Context: an optimization exercise on an open-source flow, tuned for small area. The choices shown serve that exercise and are no tape-out recipe. Only simulation tests tie the RTL to the original design; equivalence was not proved.

==> flow/design.v <==
`timescale  1ns/1ns
`default_nettype wire
module parser_wrapper #(
  parameter C_BUS_DATA_WIDTH = 512                 ,
  parameter C_BUS_KEEP_WIDTH = (C_BUS_DATA_WIDTH/8)
) (
  input  wire                        CLK              ,
  input  wire                        RST_N            ,
  input  wire [C_BUS_DATA_WIDTH-1:0] IN_PACKET_TDATA  ,
  output wire                        IN_PACKET_TREADY ,
  input  wire                        IN_PACKET_TVALID ,
  input  wire                        IN_PACKET_TLAST  ,
  input  wire [C_BUS_KEEP_WIDTH-1:0] IN_PACKET_TKEEP  ,
  output wire [C_BUS_DATA_WIDTH-1:0] OUT_PACKET_TDATA ,
  input  wire                        OUT_PACKET_TREADY,
  output wire                        OUT_PACKET_TVALID,
  output wire                        OUT_PACKET_TLAST ,
  output wire [C_BUS_KEEP_WIDTH-1:0] OUT_PACKET_TKEEP ,
  output wire                        RULE_TDATA       ,
  output wire                        RULE_TVALID
);
  assign OUT_PACKET_TDATA  = IN_PACKET_TDATA;
  assign IN_PACKET_TREADY  = OUT_PACKET_TREADY;
  assign OUT_PACKET_TVALID = IN_PACKET_TVALID;
  assign OUT_PACKET_TLAST  = IN_PACKET_TLAST;
  assign OUT_PACKET_TKEEP  = IN_PACKET_TKEEP;
  wire [7:0] B [0:63];
  genvar g;
  generate
    for (g = 0; g < 64; g = g + 1) begin : g_byte
      assign B[g] = IN_PACKET_TDATA[8*g+:8];
    end
  endgenerate
  wire [15:0] w12 = {B[12], B[13]};
  wire [15:0] w16 = {B[16], B[17]};
  wire [15:0] w20 = {B[20], B[21]};
  wire e12_v4   = w12 == 16'h0800;
  wire e12_v6   = w12 == 16'h86DD;
  wire e12_vlan = w12 == 16'h8100;
  wire e16_v4   = w16 == 16'h0800;
  wire e16_v6   = w16 == 16'h86DD;
  wire e16_vlan = w16 == 16'h8100;
  wire e20_v4   = w20 == 16'h0800;
  wire e20_v6   = w20 == 16'h86DD;
  wire [60:0] p53;
  generate
    for (g = 0; g < 61; g = g + 1) begin : g_p53
      assign p53[g] = ({B[g], B[g+1]} == 16'h0035) || ({B[g+2], B[g+3]} == 16'h0035);
    end
  endgenerate
  wire t1 = e12_v4                 && B[23] == 8'h11 && p53[34];
  wire t2 = e12_vlan && e16_v4     && B[27] == 8'h11 && p53[38];
  wire t3 = e16_vlan && e20_v4     && B[31] == 8'h11 && p53[42];
  wire t4 = e12_v6                 && B[18] == 8'h11 && p53[52];
  wire t5 = e12_vlan && e16_v6     && B[22] == 8'h11 && p53[56];
  wire t6 = e16_vlan && e20_v6     && B[26] == 8'h11 && p53[60];
  wire verdict = t1 | t2 | t3 | t4 | t5 | t6;
  wire take = IN_PACKET_TVALID & OUT_PACKET_TREADY;
  reg in_pkt;
  reg valid1;
  reg rule_valid;
  always @(posedge CLK or negedge RST_N) begin
    if(~RST_N) begin
      in_pkt     <= 1'b0;
      valid1     <= 1'b0;
      rule_valid <= 1'b0;
    end else begin
      if(take)
        in_pkt <= ~IN_PACKET_TLAST;
      valid1     <= take & ~in_pkt;
      rule_valid <= valid1;
    end
  end
  reg rule1;
  reg rule;
  always @(posedge CLK) begin
    rule1 <= verdict;
    rule  <= rule1;
  end
  assign RULE_TDATA  = rule;
  assign RULE_TVALID = rule_valid;
endmodule
clock: 5.0 ns
lec_check: 0
cap_margin: 20
core_area: 5 5 325 325
die_area: 0 0 330 330
slew_margin: 20
buffer_ports_args: -buffer_cell sky130_fd_sc_hd__buf_1
cts_args: -root_buf sky130_fd_sc_hd__clkbuf_2 -buf_list sky130_fd_sc_hd__clkbuf_2 -dont_use_dummy_load -sink_clustering_enable -sink_clustering_size 8 -sink_clustering_max_diameter 100 -repair_clock_nets
gpl_keep_overflow: 0
standard.sh (not shown) runs the stock make flow with config.mk's settings and CLKGATE_MAP_FILE= SYNTH_SCRIPT=/design/flow/synth_recipe.tcl, a recipe that flattens the netlist after the stock synthesis.
==> flow/flow/run.sh <==
#!/bin/bash
# Standard ORFS layout with two changes:
#  - flow/extra.mk is added to config.mk: the port buffers are the smallest
#    buffer (buf_1), and the clock tree options;
#  - after the standard synthesis, the gates that compute the verdict are
#    replaced by a hand-mapped NAND/NOR netlist (flow/gen_logic.py), proven
#    equivalent with Yosys before it is used.  Registers are untouched.
set -euo pipefail
W="$(cd "$(dirname "$0")/.." && pwd)"
cd "$W"
cat flow/extra.mk >> config.mk
bash standard.sh synth > synth.log 2>&1
R="$W/orfs/results/${FLOW_PLATFORM:-sky130hd}/parser_wrapper/base"
LIB=/OpenROAD-flow-scripts/flow/platforms/sky130hd/lib/sky130_fd_sc_hd__tt_025C_1v80.lib
cp "$R/1_2_yosys.v" "$W/synth_standard.v"
if python3 flow/remap.py "$W/synth_standard.v" "$W/synth_remap.v" verdict > remap.log 2>&1; then
  sed "s#LIBFILE#$LIB#;s#OLDNET#$W/synth_standard.v#;s#NEWNET#$W/synth_remap.v#" flow/eqv.ys > eqv_run.ys
  if yosys -q eqv_run.ys > eqv.log 2>&1; then
    echo "equivalent: using the hand-mapped netlist" >> remap.log
    cp "$W/synth_remap.v" "$R/1_2_yosys.v"
    touch "$R/1_2_yosys.v"
  else
    echo "not proven equivalent: keeping the standard netlist" >> remap.log
  fi
fi
bash standard.sh > layout.log 2>&1
==> flow/flow/extra.mk <==
export BUFFER_PORTS_ARGS = -buffer_cell sky130_fd_sc_hd__buf_1
export CTS_ARGS = -root_buf sky130_fd_sc_hd__clkbuf_2 -buf_list sky130_fd_sc_hd__clkbuf_2 -dont_use_dummy_load -sink_clustering_enable -sink_clustering_size 8 -sink_clustering_max_diameter 100 -repair_clock_nets
export GPL_KEEP_OVERFLOW = 0
Other scripts of this flow, unchanged in this note and not shown: flow/flow/areas.json, flow/flow/eqv.ys, flow/flow/gen_logic.py, flow/flow/remap.py
The baseline passed the timing, DRC and antenna checks.
Rerun with:
==> flow/flow/extra.mk (replaced) <==
export BUFFER_PORTS_ARGS = -buffer_cell sky130_fd_sc_hd__buf_1
export CTS_ARGS = -root_buf sky130_fd_sc_hd__clkbuf_2 -buf_list sky130_fd_sc_hd__clkbuf_2 -dont_use_dummy_load -repair_clock_nets
Settings changed: CORE_AREA 5 5 325 325 to 5 5 315 315, CTS_ARGS -root_buf sky130_fd_sc_hd__clkbuf_2 -buf_list sky130_fd_sc_hd__clkbuf_2 -dont_use_dummy_load -sink_clustering_enable -sink_clustering_size 8 -sink_clustering_max_diameter 100 -repair_clock_nets to -root_buf sky130_fd_sc_hd__clkbuf_2 -buf_list sky130_fd_sc_hd__clkbuf_2 -dont_use_dummy_load -repair_clock_nets, DIE_AREA 0 0 330 330 to 0 0 320 320, GPL_KEEP_OVERFLOW 0 to default.
After rerunning: This time the run aborted during I/O pin placement (PPL-0024). Synthesized area stays the same. Synthesized cell count does not change.
Rerun with:
Settings changed: CORE_AREA 5 5 315 315 to 5 5 325 325, DIE_AREA 0 0 320 320 to 0 0 330 330.
=>
- Now the flow finished with timing, DRC and antenna clean
- synthesized area does not change
- synthesized cell count is unchanged

-- static timing again, ports no longer ideal --
The flow's constraints put no driver on any port. The routed layouts listed below were extracted and timed again, unchanged, in two steps. Step 1, drivers: a clkbuf_16 drives CLK and a buf_2 each remaining input, both assumed. Step 2, shift: input delay + t, output delay - t, t = (earliest + latest rising clock arrival at the registers) / 2. This alone moves slack from input paths to output paths. a / b / c = ideal ports / drivers / drivers and shift; a / b = the first two.
run | shift t [ns] | slack for setup (ns) | worst setup path at the end | clock arrival spread, ns | worst data-port slew with drivers (ns)
the first run | 0.256 | 1.706 / 1.699 / 1.443 | input to register | 0.017 / 0.017 | 0.42
the third run | 0.253 | 1.565 / 1.563 / 1.310 | input to register | 0.014 / 0.014 | 0.38
After both steps setup and hold are still met in every run listed. For the first run, which loses most, drivers alone change the setup slack by -0.007 ns; drivers and shift together by -0.263 ns.
